Background: an optimization exercise with open tools, aiming at small area, a short achievable clock period and few clock cycles. Do not read the settings as production practice. Function was checked by simulation only, so behaviour that the tests miss may differ from the original.

==> flow/design.v (outline; a module is shown in full before it is edited, if it fits) <==
// module M1: 730 lines
module M1 (
	input logic Clock,
	input logic resetn,
	input logic [15:0] SRAM_read_data,
	input logic start,
	output logic [17:0] SRAM_address,
	output logic done,
	output logic [15:0] SRAM_write_data,
	output logic SRAM_we_n
);
  // ...
==> flow/run.sh <==
#!/bin/bash
# synth_recipe.tcl (not shown) runs the flow's synth.tcl, then flattens the netlist and writes it again
# the make line also repeats each setting of config.mk as NAME=value (left out here)
make -C /OpenROAD-flow-scripts/flow DESIGN_CONFIG=/design/flow/config.mk WORK_HOME=/design/flow/orfs CLKGATE_MAP_FILE= SYNTH_SCRIPT=/design/flow/synth_recipe.tcl finish
==> flow/config.mk <==
export PLATFORM = sky130hd
export DESIGN_NAME = M1
export DESIGN_NICKNAME = M1
export VERILOG_FILES = /design/flow/design.v
export SDC_FILE = /design/flow/constraint.sdc
export NUM_CORES = 4
export LEC_CHECK = 0
export CAP_MARGIN = 20
export CORE_MARGIN = 2
export CORE_UTILIZATION = 45
export PLACE_DENSITY = 0.6
export SLEW_MARGIN = 20
==> flow/constraint.sdc <==
create_clock -name core_clock -period 14.0 [get_ports {Clock}]
set_input_delay 2.8000 -clock core_clock [delete_from_list [all_inputs] [get_ports {Clock}]]
set_output_delay 2.8000 -clock core_clock [all_outputs]
set_load 0.01 [all_outputs]
==> results.py, run 1 <==
metrics = {
    "status": {
        "outcome": "timing/DRC/antenna clean",
    },
    "critical_path": {
        "start_kind": "flip-flop",
        "path_max_fanout": 25,
        "worstPathCellList": "inv_1, ha_1, mux2i_4, mux2i_1, inv_1, fa_1, fa_1, fa_1, fa_1, fa_1, fa_1, fa_1, inv_1, fa_1, nand4b_1, a21oi_1, o21ai_0, a21oi_1, nor3_1, o31ai_1, nor2_1, o32ai_1",
        "path_buf_inv": 3,
        "r2r_cells": 22,
        "cp.arrival_ns": 8.82,
        "r2r-start": "ph[0]$_DFFE_PN0P_",
    },
    "yosys": {
        "synth_area_sq_um": 21000,
        "synth_top_family_by_area": "adder cells",
        "synth_top_cell_by_area": "edfxtp_1",
        "postSynthAreaPerCell_sq_um": 10.7,
        "synthTopCellsByCount": "inv_1, fa_1, edfxtp_1",
        "yosys.area_share.simple": 0.103,
        "async_flop_share": 0.323,
    },
    "finish": {
        "nets": 2391,
        "final_common_cell": "inv_1",
        "nFlopsAndLatches": 266,
        "nNonClkInverters": 379,
        "top_register": "win",
    },
    "global_routing": {
        "grtUsageMet3": 0.0344,
        "grt_max_degree": 61,
        "grt_usage": 0.232,
        "grt.busiest_layer": "met2",
        "grt_overflow": 0,
    },
    "routing": {
        "wl_mm": 53.8,
        "route.detailed.drc": 0,
        "vias": 14400,
        "ant_nets": 0,
    },
    "clock_tree": {
        "cts_setup_buffers": 0,
        "clkSinkCount": 266,
        "clk_pin_slew_ns": 0.07,
    },
    "place": {
        "port_buffers": 54,
        "dpl_cell_area_sq_um": 22300,
    },
    "sta": {
        "finalCritPeriodShare": 0.602,
    },
    "floorplan": {
        "fp.dieArea_sq_um": 48400,
        "ioPinCount": 55,
    },
}
Testbench counts, summed over its fixed seeds: cycles 780,528.
==> inputs of run 2 (changes only) <==
--- a/flow/design.v
+++ b/flow/design.v
@@ -13,5 +13,5 @@
 localparam logic [1:0] S_IDLE = 2'd0, S_RUN = 2'd1, S_LEAD = 2'd2, S_FIN = 2'd3;
 logic [1:0]  state;
-logic [2:0]  ph;         
+logic [4:0]  ph;         
 logic [7:0]  m;          
 logic [2:0]  lc;         
@@ -20,36 +20,44 @@
 logic [14:0] uv_cnt;     
 logic [17:0] rgb_cnt;    
-wire last_row = (uv_cnt == 15'd19200);    
-wire run = (state == S_RUN);
-wire t0 = run && ph == 3'd0;
-wire t1 = run && ph == 3'd1;
-wire t2 = run && ph == 3'd2;
-wire t3 = run && ph == 3'd3;
-wire t4 = run && ph == 3'd4;
-wire wr_ok = (m != 8'd0) && !first;                
-wire cr_u_norm = !m[0] && (m <= 8'd154);
-wire cr_v_norm =  m[0] && (m <= 8'd155);
-wire lead_u0 = (m == 8'd159) && !last_row;        
-wire lead_v0 = (m == 8'd160) && !last_row;        
+wire run  = (state == S_RUN);
+wire lead = (state == S_LEAD);
+wire t0 = run && ph[0];
+wire t1 = run && ph[1];
+wire t2 = run && ph[2];
+wire t3 = run && ph[3];
+wire t4 = run && ph[4];
+wire last_row = (uv_cnt == 15'd19200);            
+wire wr_ok = (m != 8'd0) && !first;               
+wire cr_u = (m[0] && m <= 8'd153) || (m == 8'd158 && !last_row);
+wire cr_v = (!m[0] && m <= 8'd154 && !first) || (m == 8'd159 && !last_row);
 logic [7:0]  win [0:11];
 logic [15:0] uw, vw, ybuf;
-logic signed [9:0] uo, vo;
-logic       ins;
-logic       ins_u;      
-logic       ins_hi;     
+logic [9:0]  uo;
+logic        cr_u_d, cr_v_d;      
+logic       ins, ins_u, ins_hi;
 wire  [7:0] ins_data = ins_u ? (ins_hi ? uw[15:8] : uw[7:0]) : (ins_hi ? vw[15:8] : vw[7:0]);
-wire [7:0] kk = m - 8'd1;
-wire ins_hi_norm = !kk[0] && (kk < 8'd156);
-always_comb begin
-	ins = 1'b0; ins_u = 1'b0; ins_hi = 1'b0;
-	if (state == S_LEAD) begin
-		ins = 1'b1;
-		ins_u = !lc[0];
-		ins_hi = !(lc == 3'd4 || lc == 3'd5);
+wire  [2:0] lc1 = lc + 3'd1;
+always_ff @(posedge Clock) begin
+	ins <= 1'b0; ins_u <= 1'b0; ins_hi <= 1'b0;
+	if (lead) begin
+		ins <= 1'b1;
+		if (lc == 3'd6) begin
+			ins_u <= 1'b1; ins_hi <= 1'b0;                   
+		end else begin
+			ins_u <= lc1[0];                                 
+			ins_hi <= !(lc1 == 3'd3 || lc1 == 3'd4);
+		end
 	end else if (run) begin
-		if (m == 8'd160 && ph == 3'd3) begin ins = 1'b1; ins_u = 1'b1; ins_hi = 1'b1; end        
-		else if (m == 8'd160 && ph == 3'd4) begin ins = 1'b1; ins_u = 1'b0; ins_hi = 1'b1; end   
-		else if (ph == 3'd0) begin ins = 1'b1; ins_u = 1'b1; ins_hi = ins_hi_norm; end
-		else if (ph == 3'd4) begin ins = 1'b1; ins_u = 1'b0; ins_hi = ins_hi_norm; end
+		if (ph[0]) begin
+			ins <= 1'b1; ins_u <= 1'b0; ins_hi <= m[0] && m < 8'd157;                  
+		end else if (ph[3]) begin
+			ins <= 1'b1; ins_u <= 1'b1; ins_hi <= (!m[0] && m < 8'd156) || m == 8'd160;  
+		end else if (m == 8'd160 && ph[1]) begin
+			ins <= 1'b1; ins_u <= 1'b1; ins_hi <= 1'b1;       
+		end else if (m == 8'd160 && ph[2]) begin
+			ins <= 1'b1; ins_u <= 1'b0; ins_hi <= 1'b1;       
+		end else if (m == 8'd160 && ph[4]) begin
+			ins <= 1'b1; ins_u <= 1'b0; ins_hi <= 1'b1;       
+		end
 	end
 end
@@ -57,13 +65,12 @@
 wire [8:0] s2 = win[2] + win[8];
 wire [8:0] s3 = win[4] + win[6];
-wire [17:0] fsum;
-wire fl_w1 = s1[0] ^ ~s3[0] ^ 1'b1;
-wire fl_w2 = (s1[0] & ~s3[0]) | (s1[0] & 1'b1) | (~s3[0] & 1'b1);
-wire fl_w3 = s1[1] ^ ~s3[1] ^ fl_w2;
-wire fl_w4 = (s1[1] & ~s3[1]) | (s1[1] & fl_w2) | (~s3[1] & fl_w2);
+wire fl_w1 = s1[0] ^ ~s3[0];
+wire fl_w2 = s1[0] & ~s3[0];
+wire fl_w3 = s1[1] ^ ~s3[1];
+wire fl_w4 = s1[1] & ~s3[1];
 wire fl_w5 = s1[0] ^ s1[2] ^ ~s2[0];
 wire fl_w6 = (s1[0] & s1[2]) | (s1[0] & ~s2[0]) | (s1[2] & ~s2[0]);
-wire fl_w7 = ~s3[2] ^ 1'b1 ^ fl_w5;
-wire fl_w8 = (~s3[2] & 1'b1) | (~s3[2] & fl_w5) | (1'b1 & fl_w5);
+wire fl_w7 = ~s3[2] ^ 1'b1 ^ fl_w4;
+wire fl_w8 = (~s3[2] & 1'b1) | (~s3[2] & fl_w4) | (1'b1 & fl_w4);
 wire fl_w9 = s1[1] ^ s1[3] ^ ~s2[1];
 wire fl_w10 = (s1[1] & s1[3]) | (s1[1] & ~s2[1]) | (s1[3] & ~s2[1]);
@@ -94,6 +101,6 @@
 wire fl_w35 = fl_w29 ^ fl_w31 ^ fl_w24;
 wire fl_w36 = (fl_w29 & fl_w31) | (fl_w29 & fl_w24) | (fl_w31 & fl_w24);
-wire fl_w37 = fl_w33 ^ fl_w26 ^ fl_w35;
-wire fl_w38 = (fl_w33 & fl_w26) | (fl_w33 & fl_w35) | (fl_w26 & fl_w35);
+wire fl_w37 = fl_w33 ^ fl_w26;
+wire fl_w38 = fl_w33 & fl_w26;
 wire fl_w39 = s1[3] ^ s1[5] ^ s1[7];
 wire fl_w40 = (s1[3] & s1[5]) | (s1[3] & s1[7]) | (s1[5] & s1[7]);
@@ -136,6 +143,6 @@
 wire fl_w77 = fl_w71 ^ fl_w73 ^ fl_w64;
 wire fl_w78 = (fl_w71 & fl_w73) | (fl_w71 & fl_w64) | (fl_w73 & fl_w64);
-wire fl_w79 = fl_w75 ^ fl_w66 ^ fl_w77;
-wire fl_w80 = (fl_w75 & fl_w66) | (fl_w75 & fl_w77) | (fl_w66 & fl_w77);
+wire fl_w79 = fl_w75 ^ fl_w66;
+wire fl_w80 = fl_w75 & fl_w66;
 wire fl_w81 = s1[6] ^ s1[8] ^ ~s2[4];
 wire fl_w82 = (s1[6] & s1[8]) | (s1[6] & ~s2[4]) | (s1[8] & ~s2[4]);
@@ -150,6 +157,6 @@
 wire fl_w91 = fl_w87 ^ fl_w76 ^ fl_w89;
 wire fl_w92 = (fl_w87 & fl_w76) | (fl_w87 & fl_w89) | (fl_w76 & fl_w89);
-wire fl_w93 = fl_w78 ^ fl_w91 ^ fl_w80;
-wire fl_w94 = (fl_w78 & fl_w91) | (fl_w78 & fl_w80) | (fl_w91 & fl_w80);
+wire fl_w93 = fl_w78 ^ fl_w91;
+wire fl_w94 = fl_w78 & fl_w91;
 wire fl_w95 = s1[7] ^ ~s2[5] ^ s2[7];
 wire fl_w96 = (s1[7] & ~s2[5]) | (s1[7] & s2[7]) | (~s2[5] & s2[7]);
@@ -170,6 +177,6 @@
 wire fl_w111 = fl_w98 ^ fl_w109 ^ fl_w100;
 wire fl_w112 = (fl_w98 & fl_w109) | (fl_w98 & fl_w100) | (fl_w109 & fl_w100);
-wire fl_w113 = fl_w102 ^ fl_w111 ^ fl_w104;
-wire fl_w114 = (fl_w102 & fl_w111) | (fl_w102 & fl_w104) | (fl_w111 & fl_w104);
+wire fl_w113 = fl_w102 ^ fl_w111;
+wire fl_w114 = fl_w102 & fl_w111;
 wire fl_w115 = ~s2[7] ^ s3[6] ^ s3[8];
 wire fl_w116 = (~s2[7] & s3[6]) | (~s2[7] & s3[8]) | (s3[6] & s3[8]);
@@ -178,33 +185,33 @@
 wire fl_w119 = fl_w115 ^ fl_w110 ^ fl_w117;
 wire fl_w120 = (fl_w115 & fl_w110) | (fl_w115 & fl_w117) | (fl_w110 & fl_w117);
-wire fl_w121 = fl_w119 ^ fl_w112 ^ fl_w114;
-wire fl_w122 = (fl_w119 & fl_w112) | (fl_w119 & fl_w114) | (fl_w112 & fl_w114);
+wire fl_w121 = fl_w119 ^ fl_w112;
+wire fl_w122 = fl_w119 & fl_w112;
 wire fl_w123 = ~s2[8] ^ s3[7] ^ 1'b1;
 wire fl_w124 = (~s2[8] & s3[7]) | (~s2[8] & 1'b1) | (s3[7] & 1'b1);
 wire fl_w125 = fl_w116 ^ fl_w123 ^ fl_w118;
 wire fl_w126 = (fl_w116 & fl_w123) | (fl_w116 & fl_w118) | (fl_w123 & fl_w118);
-wire fl_w127 = fl_w120 ^ fl_w125 ^ fl_w122;
-wire fl_w128 = (fl_w120 & fl_w125) | (fl_w120 & fl_w122) | (fl_w125 & fl_w122);
+wire fl_w127 = fl_w120 ^ fl_w125;
+wire fl_w128 = fl_w120 & fl_w125;
 wire fl_w129 = s3[8] ^ fl_w124 ^ fl_w126;
 wire fl_w130 = (s3[8] & fl_w124) | (s3[8] & fl_w126) | (fl_w124 & fl_w126);
-wire [17:0] fl_a = {1'b1, 1'b1, fl_w128, fl_w127, fl_w121, fl_w113, fl_w94, fl_w93, fl_w79, fl_w52, fl_w38, fl_w37, fl_w23, fl_w12, fl_w8, fl_w4, fl_w3, fl_w1};
-wire [17:0] fl_b = {1'b0, fl_w130, fl_w129, 1'b0, 1'b0, 1'b0, fl_w103, 1'b0, 1'b0, fl_w65, fl_w51, 1'b0, fl_w25, fl_w17, fl_w11, fl_w7, 1'b0, 1'b0};
-assign fsum = fl_a + fl_b;
-wire signed [9:0] filt = fsum[17:8];
-wire odd = (ph == 3'd3) || (ph == 3'd4);
-wire [7:0] opy = odd ? ybuf[7:0] : ybuf[15:8];
-wire signed [9:0] opu = odd ? uo : {2'b00, win[3]};
-wire signed [9:0] opv = odd ? vo : {2'b00, win[4]};
-wire sel_b = (ph == 3'd2) || (ph == 3'd4);
+wire [17:0] fl_a = {1'b1, 1'b1, fl_w128, fl_w122, fl_w114, fl_w104, fl_w94, fl_w80, fl_w77, fl_w52, fl_w38, fl_w35, fl_w23, fl_w12, fl_w8, fl_w5, fl_w2, 1'b1};
+wire [17:0] fl_b = {1'b0, fl_w130, fl_w129, fl_w127, fl_w121, fl_w113, fl_w103, fl_w93, fl_w79, fl_w65, fl_w51, fl_w37, fl_w25, fl_w17, fl_w11, fl_w7, fl_w3, fl_w1};
+wire [8:0] fl_lo = {1'b0, fl_a[7:0]} + {1'b0, fl_b[7:0]};
+logic [9:0] fla_r, flb_r;
+logic       flc_r;
+wire  [9:0] filt = fla_r + flb_r + {9'd0, flc_r};
+logic [7:0] opy;
+logic [9:0] opu, opv;
+logic selb_r;           
+wire sel_b = selb_r;
 wire [9:0] up = {~opu[9], opu[8:0]};
 wire [9:0] vp = {~opv[9], opv[8:0]};
 wire [9:0] xp = sel_b ? up : vp;
-wire [26:0] rbsum, gsum;
 wire rb_w1 = ~opy[0] ^ ~xp[2] ^ (xp[0] ^ sel_b);
 wire rb_w2 = (~opy[0] & ~xp[2]) | (~opy[0] & (xp[0] ^ sel_b)) | (~xp[2] & (xp[0] ^ sel_b));
 wire rb_w3 = ~opy[1] ^ ~xp[3] ^ (xp[1] ^ sel_b);
 wire rb_w4 = (~opy[1] & ~xp[3]) | (~opy[1] & (xp[1] ^ sel_b)) | (~xp[3] & (xp[1] ^ sel_b));
-wire rb_w5 = sel_b ^ rb_w2 ^ rb_w3;
-wire rb_w6 = (sel_b & rb_w2) | (sel_b & rb_w3) | (rb_w2 & rb_w3);
+wire rb_w5 = sel_b ^ rb_w2;
+wire rb_w6 = sel_b & rb_w2;
 wire rb_w7 = ~opy[2] ^ ~xp[4] ^ (xp[2] ^ sel_b);
 wire rb_w8 = (~opy[2] & ~xp[4]) | (~opy[2] & (xp[2] ^ sel_b)) | (~xp[4] & (xp[2] ^ sel_b));
@@ -219,6 +226,6 @@
 wire rb_w17 = (xp[4] ^ sel_b) ^ (sel_b ? xp[1] : xp[2]) ^ rb_w12;
 wire rb_w18 = ((xp[4] ^ sel_b) & (sel_b ? xp[1] : xp[2])) | ((xp[4] ^ sel_b) & rb_w12) | ((sel_b ? xp[1] : xp[2]) & rb_w12);
-wire rb_w19 = rb_w15 ^ rb_w14 ^ rb_w17;
-wire rb_w20 = (rb_w15 & rb_w14) | (rb_w15 & rb_w17) | (rb_w14 & rb_w17);
+wire rb_w19 = rb_w15 ^ rb_w14;
+wire rb_w20 = rb_w15 & rb_w14;
 wire rb_w21 = ~opy[5] ^ ~xp[7] ^ xp[0];
 wire rb_w22 = (~opy[5] & ~xp[7]) | (~opy[5] & xp[0]) | (~xp[7] & xp[0]);
@@ -227,6 +234,6 @@
 wire rb_w25 = rb_w16 ^ rb_w21 ^ rb_w23;
 wire rb_w26 = (rb_w16 & rb_w21) | (rb_w16 & rb_w23) | (rb_w21 & rb_w23);
-wire rb_w27 = rb_w18 ^ rb_w25 ^ rb_w20;
-wire rb_w28 = (rb_w18 & rb_w25) | (rb_w18 & rb_w20) | (rb_w25 & rb_w20);
+wire rb_w27 = rb_w18 ^ rb_w25;
+wire rb_w28 = rb_w18 & rb_w25;
 wire rb_w29 = ~opy[6] ^ ~xp[8] ^ xp[1];
 wire rb_w30 = (~opy[6] & ~xp[8]) | (~opy[6] & xp[1]) | (~xp[8] & xp[1]);
@@ -235,6 +242,6 @@
 wire rb_w33 = rb_w24 ^ rb_w29 ^ rb_w31;
 wire rb_w34 = (rb_w24 & rb_w29) | (rb_w24 & rb_w31) | (rb_w29 & rb_w31);
-wire rb_w35 = rb_w26 ^ rb_w33 ^ rb_w28;
-wire rb_w36 = (rb_w26 & rb_w33) | (rb_w26 & rb_w28) | (rb_w33 & rb_w28);
+wire rb_w35 = rb_w26 ^ rb_w28;
+wire rb_w36 = rb_w26 & rb_w28;
 wire rb_w37 = opy[0] ^ ~opy[7] ^ ~xp[9];
 wire rb_w38 = (opy[0] & ~opy[7]) | (opy[0] & ~xp[9]) | (~opy[7] & ~xp[9]);
@@ -289,6 +296,6 @@
 wire rb_w87 = rb_w74 ^ rb_w83 ^ rb_w76;
 wire rb_w88 = (rb_w74 & rb_w83) | (rb_w74 & rb_w76) | (rb_w83 & rb_w76);
-wire rb_w89 = rb_w85 ^ rb_w78 ^ rb_w87;
-wire rb_w90 = (rb_w85 & rb_w78) | (rb_w85 & rb_w87) | (rb_w78 & rb_w87);
+wire rb_w89 = rb_w85 ^ rb_w78;
+wire rb_w90 = rb_w85 & rb_w78;
 wire rb_w91 = opy[2] ^ opy[4] ^ opy[6];
 wire rb_w92 = (opy[2] & opy[4]) | (opy[2] & opy[6]) | (opy[4] & opy[6]);
@@ -315,6 +322,6 @@
 wire rb_w113 = rb_w98 ^ rb_w109 ^ rb_w111;
 wire rb_w114 = (rb_w98 & rb_w109) | (rb_w98 & rb_w111) | (rb_w109 & rb_w111);
-wire rb_w115 = rb_w100 ^ rb_w113 ^ rb_w102;
-wire rb_w116 = (rb_w100 & rb_w113) | (rb_w100 & rb_w102) | (rb_w113 & rb_w102);
+wire rb_w115 = rb_w100 ^ rb_w113;
+wire rb_w116 = rb_w100 & rb_w113;
 wire rb_w117 = opy[1] ^ opy[4] ^ opy[6];
 wire rb_w118 = (opy[1] & opy[4]) | (opy[1] & opy[6]) | (opy[4] & opy[6]);
@@ -339,6 +346,6 @@
 wire rb_w137 = rb_w124 ^ rb_w133 ^ rb_w135;
 wire rb_w138 = (rb_w124 & rb_w133) | (rb_w124 & rb_w135) | (rb_w133 & rb_w135);
-wire rb_w139 = rb_w126 ^ rb_w137 ^ rb_w128;
-wire rb_w140 = (rb_w126 & rb_w137) | (rb_w126 & rb_w128) | (rb_w137 & rb_w128);
+wire rb_w139 = rb_w126 ^ rb_w137;
+wire rb_w140 = rb_w126 & rb_w137;
 wire rb_w141 = opy[3] ^ opy[6] ^ xp[2];
 wire rb_w142 = (opy[3] & opy[6]) | (opy[3] & xp[2]) | (opy[6] & xp[2]);
@@ -375,6 +382,6 @@
 wire rb_w173 = rb_w169 ^ rb_w164 ^ rb_w171;
 wire rb_w174 = (rb_w169 & rb_w164) | (rb_w169 & rb_w171) | (rb_w164 & rb_w171);
-wire rb_w175 = rb_w166 ^ rb_w173 ^ rb_w168;
-wire rb_w176 = (rb_w166 & rb_w173) | (rb_w166 & rb_w168) | (rb_w173 & rb_w168);
+wire rb_w175 = rb_w166 ^ rb_w173;
+wire rb_w176 = rb_w166 & rb_w173;
 wire rb_w177 = opy[7] ^ xp[6] ^ 1'b1;
 wire rb_w178 = (opy[7] & xp[6]) | (opy[7] & 1'b1) | (xp[6] & 1'b1);
@@ -389,9 +396,8 @@
 wire rb_w187 = xp[8] ^ sel_b ^ rb_w184;
 wire rb_w188 = (xp[8] & sel_b) | (xp[8] & rb_w184) | (sel_b & rb_w184);
-wire [26:0] rb_a = {xp[9], rb_w186, rb_w182, rb_w176, rb_w175, rb_w160, rb_w150, rb_w140, rb_w139, rb_w116, rb_w115, rb_w90, rb_w89, rb_w68, rb_w60, rb_w52, rb_w44, rb_w36, rb_w35, rb_w27, rb_w19, rb_w10, rb_w6, rb_w5, ~sel_b, ~xp[1], ~xp[0]};
-wire [26:0] rb_b = {rb_w188, rb_w187, rb_w185, rb_w181, 1'b0, rb_w167, rb_w159, rb_w149, 1'b0, rb_w127, 1'b0, rb_w101, 1'b0, rb_w77, rb_w67, rb_w59, rb_w51, rb_w43, 1'b0, 1'b0, 1'b0, rb_w13, rb_w9, 1'b0, rb_w1, 1'b0, 1'b1};
-assign rbsum = rb_a + rb_b;
-wire gg_w1 = ~opy[0] ^ ~vp[2] ^ 1'b1;
-wire gg_w2 = (~opy[0] & ~vp[2]) | (~opy[0] & 1'b1) | (~vp[2] & 1'b1);
+wire [26:0] rb_a = {xp[9], rb_w186, rb_w182, rb_w176, rb_w168, rb_w160, rb_w150, rb_w140, rb_w128, rb_w116, rb_w102, rb_w90, rb_w87, rb_w68, rb_w60, rb_w52, rb_w44, rb_w36, rb_w33, rb_w20, rb_w17, rb_w10, rb_w6, rb_w3, ~sel_b, ~xp[1], ~xp[0]};
+wire [26:0] rb_b = {rb_w188, rb_w187, rb_w185, rb_w181, rb_w175, rb_w167, rb_w159, rb_w149, rb_w139, rb_w127, rb_w115, rb_w101, rb_w89, rb_w77, rb_w67, rb_w59, rb_w51, rb_w43, rb_w35, rb_w27, rb_w19, rb_w13, rb_w9, rb_w5, rb_w1, 1'b0, 1'b1};
+wire gg_w1 = ~opy[0] ^ ~vp[2];
+wire gg_w2 = ~opy[0] & ~vp[2];
 wire gg_w3 = ~opy[1] ^ up[0] ^ ~vp[3];
 wire gg_w4 = (~opy[1] & up[0]) | (~opy[1] & ~vp[3]) | (up[0] & ~vp[3]);
@@ -406,6 +412,6 @@
 wire gg_w13 = ~vp[6] ^ ~vp[1] ^ gg_w8;
 wire gg_w14 = (~vp[6] & ~vp[1]) | (~vp[6] & gg_w8) | (~vp[1] & gg_w8);
-wire gg_w15 = gg_w11 ^ gg_w10 ^ gg_w13;
-wire gg_w16 = (gg_w11 & gg_w10) | (gg_w11 & gg_w13) | (gg_w10 & gg_w13);
+wire gg_w15 = gg_w11 ^ gg_w10;
+wire gg_w16 = gg_w11 & gg_w10;
 wire gg_w17 = ~opy[5] ^ up[4] ^ ~up[2];
 wire gg_w18 = (~opy[5] & up[4]) | (~opy[5] & ~up[2]) | (up[4] & ~up[2]);
@@ -420,6 +426,6 @@
 wire gg_w27 = gg_w18 ^ gg_w23 ^ gg_w25;
 wire gg_w28 = (gg_w18 & gg_w23) | (gg_w18 & gg_w25) | (gg_w23 & gg_w25);
-wire gg_w29 = gg_w20 ^ gg_w27 ^ gg_w22;
-wire gg_w30 = (gg_w20 & gg_w27) | (gg_w20 & gg_w22) | (gg_w27 & gg_w22);
+wire gg_w29 = gg_w20 ^ gg_w27;
+wire gg_w30 = gg_w20 & gg_w27;
 wire gg_w31 = opy[0] ^ ~opy[7] ^ up[6];
 wire gg_w32 = (opy[0] & ~opy[7]) | (opy[0] & up[6]) | (~opy[7] & up[6]);
@@ -430,6 +436,6 @@
 wire gg_w37 = gg_w31 ^ gg_w33 ^ gg_w28;
 wire gg_w38 = (gg_w31 & gg_w33) | (gg_w31 & gg_w28) | (gg_w33 & gg_w28);
-wire gg_w39 = gg_w35 ^ gg_w37 ^ gg_w30;
-wire gg_w40 = (gg_w35 & gg_w37) | (gg_w35 & gg_w30) | (gg_w37 & gg_w30);
+wire gg_w39 = gg_w35 ^ gg_w30;
+wire gg_w40 = gg_w35 & gg_w30;
 wire gg_w41 = opy[1] ^ up[7] ^ ~up[5];
 wire gg_w42 = (opy[1] & up[7]) | (opy[1] & ~up[5]) | (up[7] & ~up[5]);
@@ -448,6 +454,6 @@
 wire gg_w55 = gg_w51 ^ gg_w44 ^ gg_w53;
 wire gg_w56 = (gg_w51 & gg_w44) | (gg_w51 & gg_w53) | (gg_w44 & gg_w53);
-wire gg_w57 = gg_w46 ^ gg_w55 ^ gg_w48;
-wire gg_w58 = (gg_w46 & gg_w55) | (gg_w46 & gg_w48) | (gg_w55 & gg_w48);
+wire gg_w57 = gg_w46 ^ gg_w55;
+wire gg_w58 = gg_w46 & gg_w55;
 wire gg_w59 = opy[1] ^ opy[3] ^ up[9];
 wire gg_w60 = (opy[1] & opy[3]) | (opy[1] & up[9]) | (opy[3] & up[9]);
@@ -460,6 +466,6 @@
 wire gg_w67 = gg_w54 ^ gg_w63 ^ gg_w65;
 wire gg_w68 = (gg_w54 & gg_w63) | (gg_w54 & gg_w65) | (gg_w63 & gg_w65);
-wire gg_w69 = gg_w56 ^ gg_w67 ^ gg_w58;
-wire gg_w70 = (gg_w56 & gg_w67) | (gg_w56 & gg_w58) | (gg_w67 & gg_w58);
+wire gg_w69 = gg_w56 ^ gg_w67;
+wire gg_w70 = gg_w56 & gg_w67;
 wire gg_w71 = opy[0] ^ opy[2] ^ opy[4];
 wire gg_w72 = (opy[0] & opy[2]) | (opy[0] & opy[4]) | (opy[2] & opy[4]);
@@ -474,6 +480,6 @@
 wire gg_w81 = gg_w66 ^ gg_w77 ^ gg_w79;
 wire gg_w82 = (gg_w66 & gg_w77) | (gg_w66 & gg_w79) | (gg_w77 & gg_w79);
-wire gg_w83 = gg_w68 ^ gg_w81 ^ gg_w70;
-wire gg_w84 = (gg_w68 & gg_w81) | (gg_w68 & gg_w70) | (gg_w81 & gg_w70);
+wire gg_w83 = gg_w68 ^ gg_w70;
+wire gg_w84 = gg_w68 & gg_w70;
 wire gg_w85 = opy[1] ^ opy[3] ^ opy[5];
 wire gg_w86 = (opy[1] & opy[3]) | (opy[1] & opy[5]) | (opy[3] & opy[5]);
@@ -490,6 +496,6 @@
 wire gg_w97 = gg_w93 ^ gg_w80 ^ gg_w95;
 wire gg_w98 = (gg_w93 & gg_w80) | (gg_w93 & gg_w95) | (gg_w80 & gg_w95);
-wire gg_w99 = gg_w82 ^ gg_w97 ^ gg_w84;
-wire gg_w100 = (gg_w82 & gg_w97) | (gg_w82 & gg_w84) | (gg_w97 & gg_w84);
+wire gg_w99 = gg_w82 ^ gg_w84;
+wire gg_w100 = gg_w82 & gg_w84;
 wire gg_w101 = opy[2] ^ opy[4] ^ opy[6];
 wire gg_w102 = (opy[2] & opy[4]) | (opy[2] & opy[6]) | (opy[4] & opy[6]);
@@ -520,6 +526,6 @@
 wire gg_w127 = gg_w123 ^ gg_w110 ^ gg_w125;
 wire gg_w128 = (gg_w123 & gg_w110) | (gg_w123 & gg_w125) | (gg_w110 & gg_w125);
-wire gg_w129 = gg_w112 ^ gg_w127 ^ gg_w114;
-wire gg_w130 = (gg_w112 & gg_w127) | (gg_w112 & gg_w114) | (gg_w127 & gg_w114);
+wire gg_w129 = gg_w112 ^ gg_w127;
+wire gg_w130 = gg_w112 & gg_w127;
 wire gg_w131 = opy[1] ^ opy[4] ^ opy[6];
 wire gg_w132 = (opy[1] & opy[4]) | (opy[1] & opy[6]) | (opy[4] & opy[6]);
@@ -536,6 +542,6 @@
 wire gg_w143 = gg_w139 ^ gg_w126 ^ gg_w141;
 wire gg_w144 = (gg_w139 & gg_w126) | (gg_w139 & gg_w141) | (gg_w126 & gg_w141);
-wire gg_w145 = gg_w128 ^ gg_w143 ^ gg_w130;
-wire gg_w146 = (gg_w128 & gg_w143) | (gg_w128 & gg_w130) | (gg_w143 & gg_w130);
+wire gg_w145 = gg_w128 ^ gg_w143;
+wire gg_w146 = gg_w128 & gg_w143;
 wire gg_w147 = opy[2] ^ opy[5] ^ opy[7];
 wire gg_w148 = (opy[2] & opy[5]) | (opy[2] & opy[7]) | (opy[5] & opy[7]);
@@ -552,6 +558,6 @@
 wire gg_w159 = gg_w155 ^ gg_w142 ^ gg_w157;
 wire gg_w160 = (gg_w155 & gg_w142) | (gg_w155 & gg_w157) | (gg_w142 & gg_w157);
-wire gg_w161 = gg_w144 ^ gg_w159 ^ gg_w146;
-wire gg_w162 = (gg_w144 & gg_w159) | (gg_w144 & gg_w146) | (gg_w159 & gg_w146);
+wire gg_w161 = gg_w144 ^ gg_w159;
+wire gg_w162 = gg_w144 & gg_w159;
 wire gg_w163 = opy[3] ^ opy[6] ^ ~up[9];
 wire gg_w164 = (opy[3] & opy[6]) | (opy[3] & ~up[9]) | (opy[6] & ~up[9]);
@@ -590,6 +596,6 @@
 wire gg_w197 = gg_w193 ^ gg_w184 ^ gg_w195;
 wire gg_w198 = (gg_w193 & gg_w184) | (gg_w193 & gg_w195) | (gg_w184 & gg_w195);
-wire gg_w199 = gg_w186 ^ gg_w197 ^ gg_w188;
-wire gg_w200 = (gg_w186 & gg_w197) | (gg_w186 & gg_w188) | (gg_w197 & gg_w188);
+wire gg_w199 = gg_w186 ^ gg_w197;
+wire gg_w200 = gg_w186 & gg_w197;
 wire gg_w201 = opy[6] ^ up[9] ^ ~up[7];
 wire gg_w202 = (opy[6] & up[9]) | (opy[6] & ~up[7]) | (up[9] & ~up[7]);
@@ -600,6 +606,6 @@
 wire gg_w207 = gg_w203 ^ gg_w196 ^ gg_w205;
 wire gg_w208 = (gg_w203 & gg_w196) | (gg_w203 & gg_w205) | (gg_w196 & gg_w205);
-wire gg_w209 = gg_w198 ^ gg_w207 ^ gg_w200;
-wire gg_w210 = (gg_w198 & gg_w207) | (gg_w198 & gg_w200) | (gg_w207 & gg_w200);
+wire gg_w209 = gg_w198 ^ gg_w207;
+wire gg_w210 = gg_w198 & gg_w207;
 wire gg_w211 = opy[7] ^ ~up[8] ^ vp[9];
 wire gg_w212 = (opy[7] & ~up[8]) | (opy[7] & vp[9]) | (~up[8] & vp[9]);
@@ -614,16 +620,19 @@
 wire gg_w221 = gg_w214 ^ gg_w219 ^ gg_w216;
 wire gg_w222 = (gg_w214 & gg_w219) | (gg_w214 & gg_w216) | (gg_w219 & gg_w216);
-wire gg_w223 = ~vp[9] ^ gg_w220 ^ gg_w222;
-wire gg_w224 = (~vp[9] & gg_w220) | (~vp[9] & gg_w222) | (gg_w220 & gg_w222);
-wire [26:0] gg_a = {1'b1, gg_w223, gg_w218, gg_w210, gg_w209, gg_w199, gg_w176, gg_w162, gg_w161, gg_w145, gg_w129, gg_w100, gg_w99, gg_w83, gg_w69, gg_w57, gg_w40, gg_w39, gg_w29, gg_w16, gg_w15, gg_w7, gg_w4, gg_w2, gg_w1, ~vp[1], ~vp[0]};
-wire [26:0] gg_b = {gg_w224, 1'b0, gg_w221, gg_w217, 1'b0, 1'b0, gg_w187, gg_w175, 1'b0, 1'b0, 1'b0, gg_w113, 1'b0, 1'b0, 1'b0, 1'b0, gg_w47, 1'b0, 1'b0, gg_w21, 1'b0, gg_w9, gg_w5, gg_w3, 1'b0, 1'b0, 1'b1};
-assign gsum = gg_a + gg_b;
-wire signed [27:0] rb = {rbsum[26], rbsum};
-wire signed [27:0] gg = {gsum[26], gsum};
-function automatic [7:0] clip(input logic signed [27:0] x);
-	clip = x[27] ? 8'd0 : (|x[26:24]) ? 8'd255 : x[23:16];
+wire gg_w223 = ~vp[9] ^ gg_w220;
+wire gg_w224 = ~vp[9] & gg_w220;
+wire [26:0] gg_a = {1'b1, gg_w222, gg_w218, gg_w210, gg_w200, gg_w188, gg_w176, gg_w162, gg_w146, gg_w130, gg_w114, gg_w100, gg_w97, gg_w81, gg_w58, gg_w48, gg_w40, gg_w37, gg_w22, gg_w16, gg_w13, gg_w7, gg_w4, gg_w2, 1'b1, ~vp[1], ~vp[0]};
+wire [26:0] gg_b = {gg_w224, gg_w223, gg_w221, gg_w217, gg_w209, gg_w199, gg_w187, gg_w175, gg_w161, gg_w145, gg_w129, gg_w113, gg_w99, gg_w83, gg_w69, gg_w57, gg_w47, gg_w39, gg_w29, gg_w21, gg_w15, gg_w9, gg_w5, gg_w3, gg_w1, 1'b0, 1'b1};
+wire [16:0] rb_lo = {1'b0, rb_a[15:0]} + {1'b0, rb_b[15:0]};
+wire [16:0] gg_lo = {1'b0, gg_a[15:0]} + {1'b0, gg_b[15:0]};
+logic [10:0] rba_r, rbb_r, gga_r, ggb_r;
+logic        rbc_r, ggc_r;
+wire  [10:0] rb_hi = rba_r + rbb_r + {10'd0, rbc_r};
+wire  [10:0] gg_hi = gga_r + ggb_r + {10'd0, ggc_r};
+function automatic [7:0] clip(input logic [10:0] x);
+	clip = x[10] ? 8'd0 : (|x[9:8]) ? 8'd255 : x[7:0];
 endfunction
-wire [7:0] rb8 = clip(rb);
-wire [7:0] g8  = clip(gg);
+wire [7:0] rb8 = clip(rb_hi);
+wire [7:0] g8  = clip(gg_hi);
 always_ff @(posedge Clock) begin
 	if (ins) begin
@@ -631,13 +640,29 @@
 		win[11] <= ins_data;
 	end
-	if (t0) begin
-		ybuf <= SRAM_read_data;
-		uo <= filt;
+	if (t3) ybuf <= SRAM_read_data;
+	fla_r <= fl_a[17:8]; flb_r <= fl_b[17:8]; flc_r <= fl_lo[8];
+	if (t4) uo <= filt;
+	if (t4) begin
+		opy <= ybuf[15:8];
+		opu <= {2'b00, win[4]};    
+		opv <= {2'b00, win[5]};
+	end
+	if (t1) begin
+		opy <= ybuf[7:0];
+		opu <= uo;
+		opv <= filt;
 	end
-	if (t1) vo <= filt;
-	if (t3 && (cr_u_norm || lead_u0)) uw <= SRAM_read_data;
-	if (t3 && (cr_v_norm || lead_v0)) vw <= SRAM_read_data;
-	if (state == S_LEAD && lc == 3'd4) uw <= SRAM_read_data;    
-	if (state == S_LEAD && lc == 3'd5) vw <= SRAM_read_data;    
+	if (t2) begin
+		cr_u_d <= cr_u;
+		cr_v_d <= cr_v;
+	end else if (lead && lc == 3'd4) begin
+		cr_u_d <= 1'b1;     
+		cr_v_d <= 1'b0;
+	end
+	if ((t0 && cr_u_d) || (lead && lc == 3'd3)) uw <= SRAM_read_data;
+	if ((t0 && cr_v_d) || (lead && lc == 3'd4)) vw <= SRAM_read_data;
+	rba_r <= rb_a[26:16]; rbb_r <= rb_b[26:16]; rbc_r <= rb_lo[16];
+	gga_r <= gg_a[26:16]; ggb_r <= gg_b[26:16]; ggc_r <= gg_lo[16];
+	selb_r <= run && (ph[0] || ph[2]);
 	if (t1) SRAM_write_data <= {rb8, g8};
 	if (t2) SRAM_write_data[15:8] <= rb8;
@@ -645,15 +670,46 @@
 	if (t4) SRAM_write_data <= {g8, rb8};
 end
-always_ff @(posedge Clock or negedge resetn) begin
-	if (!resetn) begin
-		state <= S_IDLE;
-		ph <= 3'd0;
-		m <= 8'd0;
-		lc <= 3'd0;
-		first <= 1'b0;
+always_ff @(posedge Clock) begin
+	if (state == S_IDLE) begin
+		m <= 8'd158;
+		first <= 1'b1;
 		y_cnt <= 16'd0;
 		uv_cnt <= 15'd0;
 		rgb_cnt <= 18'd146944;
-		SRAM_address <= 18'd0;
+		lc <= 3'd0;
+	end else if (run) begin
+		if (ph[0] && m <= 8'd159 && !first) begin
+			SRAM_address <= {2'b00, y_cnt};
+			y_cnt <= y_cnt + 16'd1;
+		end
+		if ((ph[1] || ph[3] || ph[4]) && wr_ok) begin
+			SRAM_address <= rgb_cnt;
+			rgb_cnt <= rgb_cnt + 18'd1;
+		end
+		if (ph[2] && cr_u) SRAM_address <= 18'd38400 + {3'd0, uv_cnt};
+		if (ph[2] && cr_v) begin
+			SRAM_address <= 18'd57600 + {3'd0, uv_cnt};
+			uv_cnt <= uv_cnt + 15'd1;
+		end
+		if (ph[4]) begin
+			if (m == 8'd160) begin
+				first <= 1'b0;
+				lc <= 3'd0;
+				m <= 8'd0;
+			end else m <= m + 8'd1;
+		end
+	end else if (lead) begin
+		lc <= lc + 3'd1;
+		if (lc == 3'd0 || lc == 3'd4) SRAM_address <= 18'd38400 + {3'd0, uv_cnt};
+		if (lc == 3'd1) begin
+			SRAM_address <= 18'd57600 + {3'd0, uv_cnt};
+			uv_cnt <= uv_cnt + 15'd1;
+		end
+	end
+end
+always_ff @(posedge Clock or negedge resetn) begin
+	if (!resetn) begin
+		state <= S_IDLE;
+		ph <= 5'b00001;
 		SRAM_we_n <= 1'b1;
 		done <= 1'b0;
@@ -665,59 +721,20 @@
 			if (start) begin
 				state <= S_RUN;
-				ph <= 3'd0;
-				m <= 8'd159;
-				first <= 1'b1;
-				y_cnt <= 16'd0;
-				uv_cnt <= 15'd0;
-				rgb_cnt <= 18'd146944;
+				ph <= 5'b00100;        
 			end
 		end
 		S_RUN: begin
-			ph <= (ph == 3'd4) ? 3'd0 : ph + 3'd1;
-			case (ph)
-			3'd0: begin
-				SRAM_we_n <= 1'b1;
-				if (cr_u_norm || lead_u0) SRAM_address <= 18'd38400 + uv_cnt;
-				else if (cr_v_norm || lead_v0) begin
-					SRAM_address <= 18'd57600 + uv_cnt;
-					uv_cnt <= uv_cnt + 15'd1;
-				end
-			end
-			3'd1, 3'd3, 3'd4: begin
-				if (wr_ok) begin
-					SRAM_we_n <= 1'b0;
-					SRAM_address <= rgb_cnt;
-					rgb_cnt <= rgb_cnt + 18'd1;
-				end else SRAM_we_n <= 1'b1;
-			end
-			3'd2: begin
-				SRAM_we_n <= 1'b1;
-				if (m <= 8'd159 && !first) begin
-					SRAM_address <= {2'b00, y_cnt};
-					y_cnt <= y_cnt + 16'd1;
-				end
-			end
-			default: ;
-			endcase
-			if (ph == 3'd4) begin
-				if (m == 8'd160) begin
-					first <= 1'b0;
-					if (last_row && !first) state <= S_FIN;
-					else begin state <= S_LEAD; lc <= 3'd0; end
-				end else m <= m + 8'd1;
+			ph <= {ph[3:0], ph[4]};
+			SRAM_we_n <= !((ph[1] || ph[3] || ph[4]) && wr_ok);
+			if (ph[4] && m == 8'd160) begin
+				if (last_row && !first) state <= S_FIN;
+				else state <= S_LEAD;
 			end
 		end
 		S_LEAD: begin
-			lc <= lc + 3'd1;
 			SRAM_we_n <= 1'b1;
-			if (lc == 3'd1) SRAM_address <= 18'd38400 + uv_cnt;
-			if (lc == 3'd2) begin
-				SRAM_address <= 18'd57600 + uv_cnt;
-				uv_cnt <= uv_cnt + 15'd1;
-			end
-			if (lc == 3'd7) begin
+			if (lc == 3'd6) begin
 				state <= S_RUN;
-				m <= 8'd0;
-				ph <= 3'd0;
+				ph <= 5'b00001;
 			end
 		end
==> flow/flow/run.sh (new file) <==
#!/bin/bash
cat standard.sh > standard_sh.txt
export SETUP_SLACK_MARGIN=10.0
bash standard.sh > standard.log 2>&1
==> flow/standard.sh (new file) <==
#!/bin/bash
# synth_recipe.tcl (not shown) runs the flow's synth.tcl, then flattens the netlist and writes it again
# the make line also repeats each setting of config.mk as NAME=value (left out here)
make -C /OpenROAD-flow-scripts/flow DESIGN_CONFIG=/design/flow/config.mk WORK_HOME=/design/flow/orfs CLKGATE_MAP_FILE= SYNTH_SCRIPT=/design/flow/synth_recipe.tcl "${@:-finish}"
removed: flow/run.sh
==> run 2 against run 1 <==
Net effect:
- global-route usage down 2.1 points
- sequential share of layout area up 3.9 points
- design area up 10%
- die area up 6.4%
- highest routed layer unchanged
- synthesized area up 6.5%
- cell count up 2.5%
- non-clock buffer count up 52
==> results.py, run 2 <==
metrics = {
    "floorplan": {
        "fp.dieArea_sq_um": 51500,
        "start_util": 0.457,
        "die_w_microns": 227,
        "design.core.area_sq_um": 49000,
        "rows": 81,
        "ioPinCount": 55,
        "die_h_microns": 227,
    },
    "clock_tree": {
        "root_buffer": "clkbuf_16",
        "cts_buffers": 41,
        "clock_path_buffers": 3,
        "cts_tree": "done",
        "htree_num_levels": 2,
        "clkSinkCount": 355,
        "insertion_delay_ns": 0.56,
        "cts_hold_buf": 0,
        "clk_pin_slew_ns": 0.07,
    },
    "sta": {
        "finalCritPeriodShare": 0.290,
        "setup_tns_ns": 0,
        "tightest_slew_ns": 1.01,
        "setup_viol": 0,
        "relSlewSlack": 0.324,
        "finalWorstSetupSlack_ns": 9.94,
        "clock.fmax_mhz": 246,
        "finalHoldViolCount": 0,
        "final-max-slew-violation-count": 0,
        "post-route-min-period_ns": 4.06,
        "rsz0062_at_grt": "yes",
        "fin_skew_ns": 0.0135,
    },
    "critical_path": {
        "r2r_cells": 16,
        "worstPathCellList": "buf_6, buf_4, fa_2, a21o_1, a21oi_2, o21bai_1, a21oi_2, buf_4, xnor2_4, ha_4, fa_2, inv_1, fa_1, ha_4, a21oi_2, nand2_1",
        "worstReg2RegEnd": "flc_r$_DFF_P_",
        "end_kind": "flip-flop",
        "crit_type": "flip-flop to flip-flop",
        "cp_top_family": "adder cells",
        "path_max_fanout": 3,
        "rrSetupSlack_ns": 9.94,
        "worstPathRequired_ns": 14.44,
        "start_kind": "flip-flop",
        "crit_slowest_cell": "fa_1",
        "cp_common_cell": "a21oi_2",
        "r2r-start": "win[4][1]$_DFFE_PP_",
        "cp.arrival_ns": 4.50,
        "path_buf_inv": 4,
        "critPathMaxStageDelay_ns": 0.57,
    },
    "yosys": {
        "synth_most_common_cell": "inv_1",
        "synthTopCellsByCount": "inv_1, edfxtp_1, fa_1",
        "synth_top_cell_by_area": "edfxtp_1",
        "synth_warnings": 2,
        "synth_top_area_share": 0.293,
        "synthCells": 1909,
        "syn_nets": 2302,
        "synth_ff_type": "edfxtp_1",
        "synth-seq-cells": 355,
        "synth_cell_types": 84,
        "async_flop_share": 0.0254,
        "synth_area_sq_um": 22400,
        "synth-edff-count": 218,
        "synth.area.top_cells": "edfxtp_1, fa_1, dfxtp_1",
        "yosysSeqAreaShare": 0.418,
        "postSynthAreaPerCell_sq_um": 11.7,
    },
    "worst_hold_path": {
        "whs_endpoint": "win[6][7]$_DFFE_PP_",
        "worstHoldStart": "win[7][7]$_DFFE_PP_",
        "whs_path_depth": 0,
        "hold_class": "flip-flop to flip-flop",
    },
    "routing": {
        "viasPerCell": 5.28,
        "vias": 14400,
        "first_pass_iters": 5,
        "wl_mm": 52.0,
        "routedWlPerCell_microns": 19.1,
        "drtIter0Drc": 921,
        "route.detailed.drc": 0,
        "ant_nets": 0,
    },
    "global_routing": {
        "grt_usage": 0.211,
        "grt_antenna_before_repair": 0,
        "grt_max_degree": 69,
        "grt_first_pass_wirelength_mm": 83.0,
        "grt_pass1_vias": 15100,
        "grt_overflow": 0,
    },
    "place": {
        "port_buffers": 54,
        "dp_slack_ns": 9.41,
        "dpl_cell_area_sq_um": 23600,
        "hpwl_mm": 39.6,
        "place.gp.congestion": 0.955,
    },
    "finish": {
        "nets": 2423,
        "drive_above_1_share": 0.145,
        "top_register": "win",
        "fillerInstances": 4270,
        "final_common_cell": "inv_1",
        "top_regs": "win: 96 flops, SRAM_address: 18 flops, rgb_cnt: 18 flops",
        "syn_to_final_growth_pct": 14.7,
        "antennaDiodeCount": 0,
        "final_cell_mix": "inv_1, edfxtp_1, fa_1, ha_1, dfxtp_1",
        "fin_util": 0.524,
        "largest_reg_flops": 96,
        "stdcell_area_sq_um": 25600,
    },
    "flow_run": {
        "max-cap-violations": 0,
    },
    "status": {
        "outcome": "timing/DRC/antenna clean",
    },
}
-- run 2: cell types whose count changed after synthesis, sizes merged, moves of 21 or more --
cell | before | now
dfrtp | 79 | 7
dfxtp | 0 | 128
edfxtp | 180 | 218
fa | 232 | 211
ha | 113 | 163
inv | 379 | 315
mux2i | 51 | 17
nand2 | 174 | 79
o21ai | 77 | 53
-- run 2: area by class of cell --
| type | count | area, sq um | share of cell area |
|---|---|---|---|
| sequential | 355 | 9340 | 0.364 |
| clock inverter | 10 | 83.8 | 0.00327 |
| tap | 664 | 831 | 0.0324 |
| inverter | 316 | 1190 | 0.0464 |
| multi-input combinational | 1193 | 12000 | 0.467 |
| clock buffer | 65 | 1230 | 0.0479 |
| timing repair buffer | 123 | 991 | 0.0387 |
-- run 2: worst max-delay path by stage --
| stage | from | endpoint | slack (ns) | cells past startpoint |
|---|---|---|---|---|
| floorplan | win[0][1]$_DFFE_PP_ | flb_r[3]$_DFF_P_ | 9.98 | 13 |
| global placement | selb_r$_DFF_P_ | rbc_r$_DFF_P_ | 9.38 | 19 |
| detailed placement | selb_r$_DFF_P_ | rbc_r$_DFF_P_ | 9.41 | 19 |
| CTS | opv[2]$_DFFE_PP_ | rbc_r$_DFF_P_ | 9.87 | 16 |
| global route | win[4][1]$_DFFE_PP_ | flc_r$_DFF_P_ | 9.79 | 16 |
| finish | win[4][1]$_DFFE_PP_ | flc_r$_DFF_P_ | 9.94 | 16 |
-- run 2: kinds of logic after synthesis --
group / count (synthesis) / synth area share
XOR/XNOR: 96 / 0.0382
flip-flops: 355 / 0.418
AO/OA/AOI/OAI: 295 / 0.0877
AND/OR/NAND/NOR: 365 / 0.0790
adder cells (fa/ha/maj): 374 / 0.280
multiplexers: 63 / 0.0348
buffers and inverters: 361 / 0.0625
-- run 2: what timing repair did --
item	in CTS	in global routing
pin swaps	21	23
buffers inserted	27	33
gates resized for setup	147	59
setup endpoints to repair	49	29
gates cloned	0	2
-- run 2: routing by layer --
metal	track usage	routed length [microns]
met5	0	0
met3	0.0342	2420
met1	0.276	22500
met2	0.357	25600
met4	0.0726	1600
-- run 2: metrics by stage --
step | hold WS [ns] | std cells
global placement | 0.401 | 2589
finish | 0.417 | 2726
floorplan | 0.400 | 1909
detailed placement | 0.405 | 2589
global route | 0.423 | 2726
CTS | 0.418 | 2691
Testbench counts of run 2, summed over its fixed seeds: cycles 779,580.
==> inputs of run 3 (changes only) <==
==> flow/run.sh (new file) <==
#!/bin/bash
# synth_recipe.tcl (not shown) runs the flow's synth.tcl, then flattens the netlist and writes it again
# the make line also repeats each setting of config.mk as NAME=value (left out here)
make -C /OpenROAD-flow-scripts/flow DESIGN_CONFIG=/design/flow/config.mk WORK_HOME=/design/flow/orfs CLKGATE_MAP_FILE= SYNTH_SCRIPT=/design/flow/synth_recipe.tcl finish
removed: flow/flow/run.sh
removed: flow/standard.sh
==> run 3 against run 2 <==
Net effect:
- design area fell by 3.0%
- largest cell class unchanged
- critical endpoint is now rbc_r$_DFF_P_
- highest routed layer unchanged
==> results.py, run 3 <==
metrics = {
    "status": {
        "outcome": "timing/DRC/antenna clean",
    },
    "clock_tree": {
        "cts_hold_buf": 0,
        "insertion_delay_ns": 0.56,
        "cts_resized": 0,
        "cts_buffers": 39,
        "clock_path_buffers": 3,
        "cts_setup_buffers": 0,
        "cts_tree": "done",
        "clkSinkCount": 355,
        "htree_num_levels": 2,
        "clk_pin_slew_ns": 0.06,
        "root_buffer": "clkbuf_16",
    },
    "finish": {
        "nets": 2359,
        "fin_util": 0.508,
        "drive_above_1_share": 0.0686,
        "top_regs": "win: 96 flops, SRAM_address: 18 flops, rgb_cnt: 18 flops",
        "stdcell_area_sq_um": 24900,
        "syn_to_final_growth_pct": 11.3,
        "top_register": "win",
        "largest_reg_flops": 96,
        "final_cell_mix": "inv_1, edfxtp_1, fa_1, ha_1, nor2_1",
        "antennaDiodeCount": 0,
        "final_common_cell": "inv_1",
    },
    "worst_hold_path": {
        "worstHoldStart": "win[1][7]$_DFFE_PP_",
        "hold_class": "flip-flop to flip-flop",
        "whs_path_depth": 0,
        "whs_endpoint": "win[0][7]$_DFFE_PP_",
    },
    "critical_path": {
        "r2r-start": "selb_r$_DFF_P_",
        "worstReg2RegEnd": "rbc_r$_DFF_P_",
        "path_buf_inv": 6,
        "worstPathCellList": "buf_4, inv_1, nand2_1, inv_1, a21oi_1, fa_1, inv_1, fa_1, inv_1, fa_1, fa_1, inv_1, ha_1, a21o_1, a21o_1, a21oi_1, nand2_1, a21oi_1, o31ai_1",
        "end_kind": "flip-flop",
        "r2r_cells": 19,
        "cp.arrival_ns": 5.15,
        "crit_type": "flip-flop to flip-flop",
        "cp_common_cell": "inv_1",
        "cp_top_family": "adder cells",
        "crit_cells": 19,
        "start_kind": "flip-flop",
        "worstPathRequired_ns": 14.43,
        "critPathMaxStageDelay_ns": 0.50,
        "path_max_fanout": 50,
        "rrSetupSlack_ns": 9.27,
        "crit_slowest_cell": "fa_1",
    },
    "yosys": {
        "synth_area_sq_um": 22400,
        "synth_top_cell_by_area": "edfxtp_1",
        "synth_top_area_share": 0.293,
        "synth_cell_types": 84,
        "synth_ff_type": "edfxtp_1",
        "synthTopCellsByCount": "inv_1, edfxtp_1, fa_1",
        "yosysSeqAreaShare": 0.418,
        "syn_nets": 2302,
        "synthCells": 1909,
        "async_flop_share": 0.0254,
        "postSynthAreaPerCell_sq_um": 11.7,
        "synth-edff-count": 218,
        "synth_warnings": 2,
        "synth-seq-cells": 355,
        "synth_most_common_cell": "inv_1",
        "synth.area.top_cells": "edfxtp_1, fa_1, dfxtp_1",
    },
    "floorplan": {
        "die_w_microns": 227,
        "fp.dieArea_sq_um": 51500,
        "rows": 81,
        "start_util": 0.457,
        "design.core.area_sq_um": 49000,
        "ioPinCount": 55,
        "die_h_microns": 227,
    },
    "global_routing": {
        "grt_first_pass_wirelength_mm": 80.2,
        "grt_usage": 0.204,
        "grt_overflow": 0,
        "grt_antenna_before_repair": 0,
        "grt_max_degree": 66,
        "grt_pass1_vias": 14600,
    },
    "routing": {
        "vias": 14100,
        "routedWlPerCell_microns": 19.0,
        "viasPerCell": 5.30,
        "ant_nets": 0,
        "wl_mm": 50.5,
        "route.detailed.drc": 0,
        "drtIter0Drc": 925,
        "first_pass_iters": 5,
    },
    "place": {
        "dpl_cell_area_sq_um": 23600,
        "hpwl_mm": 39.6,
        "place.gp.congestion": 0.937,
        "port_buffers": 54,
    },
    "sta": {
        "rsz0062_at_grt": "no",
        "hold_slack_ns": 0.413,
        "final-max-slew-violation-count": 0,
        "fin_skew_ns": 0.0287,
        "post-route-min-period_ns": 4.73,
        "relSlewSlack": 0.277,
        "setup_tns_ns": 0,
        "finalCritPeriodShare": 0.338,
        "setup_viol": 0,
        "tightest_slew_ns": 1.08,
        "finalHoldViolCount": 0,
        "clock.fmax_mhz": 212,
    },
    "flow_run": {
        "max-cap-violations": 0,
    },
}
run 3: cell counts after synthesis:
No cell type changed its count.
run 3: worst max-delay path by stage:
| stage | startpoint | to | slack (ns) |
|---|---|---|---|
| final | selb_r$_DFF_P_ | rbc_r$_DFF_P_ | 9.27 |
| after global routing | selb_r$_DFF_P_ | rbc_r$_DFF_P_ | 8.95 |
| after CTS | selb_r$_DFF_P_ | rbc_r$_DFF_P_ | 9.32 |
| after detailed placement | selb_r$_DFF_P_ | rbc_r$_DFF_P_ | 9.33 |
| after global placement | selb_r$_DFF_P_ | rbc_r$_DFF_P_ | 9.38 |
| after floorplan | win[2][0]$_DFFE_PP_ | flb_r[3]$_DFF_P_ | 9.96 |
run 3: layer usage:
layer,up-vias,routed length (microns),track usage
met5,-,0,0
met2,327,24300,0.339
met1,7061,22300,0.273
met4,0,1590,0.0700
met3,100,2280,0.0307
li1,6612,-,-
run 3: cell families after synthesis:
kind of cell / count (synthesis) / share of synthesized area
flops: 355 / 0.418
simple gates: 365 / 0.0790
fa+ha+maj: 374 / 0.280
compound gates: 295 / 0.0877
mux: 63 / 0.0348
buf+inv: 361 / 0.0625
xor+xnor: 96 / 0.0382
run 3: per-stage QoR:
stage                     instances  setup slack [ns]
after floorplan                1909              9.96
after global placement         2589              9.38
after detailed placement       2589              9.33
after CTS                      2660              9.32
after global routing           2660              8.95
final                          2660              9.27
run 3: final cells by class:
| cell class | instances | area [sq um] |
|---|---|---|
| sequential | 355 | 9340 |
| multi-input combinational | 1193 | 11600 |
| clock inverter | 17 | 155 |
| inverter | 316 | 1190 |
| fill | 4362 | 24100 |
| tap | 664 | 831 |
| timing repair buffer | 61 | 593 |
| clock buffer | 54 | 1130 |
run 3: worst reg2reg max path: stages (launching register included):
cell and delay [ns]:
dfxtp_1 0.32, buf_4 0.42, inv_1 0.42, nand2_1 0.23
inv_1 0.10, a21oi_1 0.29, fa_1 0.24, inv_1 0.06
fa_1 0.47, inv_1 0.05, fa_1 0.38, fa_1 0.50
inv_1 0.05, ha_1 0.30, a21o_1 0.16, a21o_1 0.17
a21oi_1 0.17, nand2_1 0.08, a21oi_1 0.12, o31ai_1 0.09

[static timing again, ports no longer ideal]
Ports are ideal in the flow. The routed layouts listed here were re-timed in OpenROAD.
Step 1 assumes that a clkbuf_16 drives the clock port and a buf_2 every other input.
Step 2, shift: input delay + t, output delay - t, t = (earliest + latest rising clock arrival at the registers) / 2. This alone moves slack from input paths to output paths.
Slacks: ideal / step 1 / step 2; pairs: ideal / step 1.
run	t (ns)	slack for setup (ns)	hold slack, ns	worst slew at a driven data input, ns	pins driven straight from the clock port
run 1	0.631	5.577 / 5.577 / 5.577	0.414 / 0.414 / 0.414	0.07	1
run 2	0.605	9.937 / 9.937 / 9.676	0.417 / 0.417 / 0.417	0.04	1
run 3	0.599	9.275 / 9.275 / 9.275	0.413 / 0.413 / 0.413	0.04	1
After both steps setup and hold are still met in every run listed. The setup slack of run 2, which loses most, moves by 0.000 ns with the drivers and by -0.261 ns with both steps.
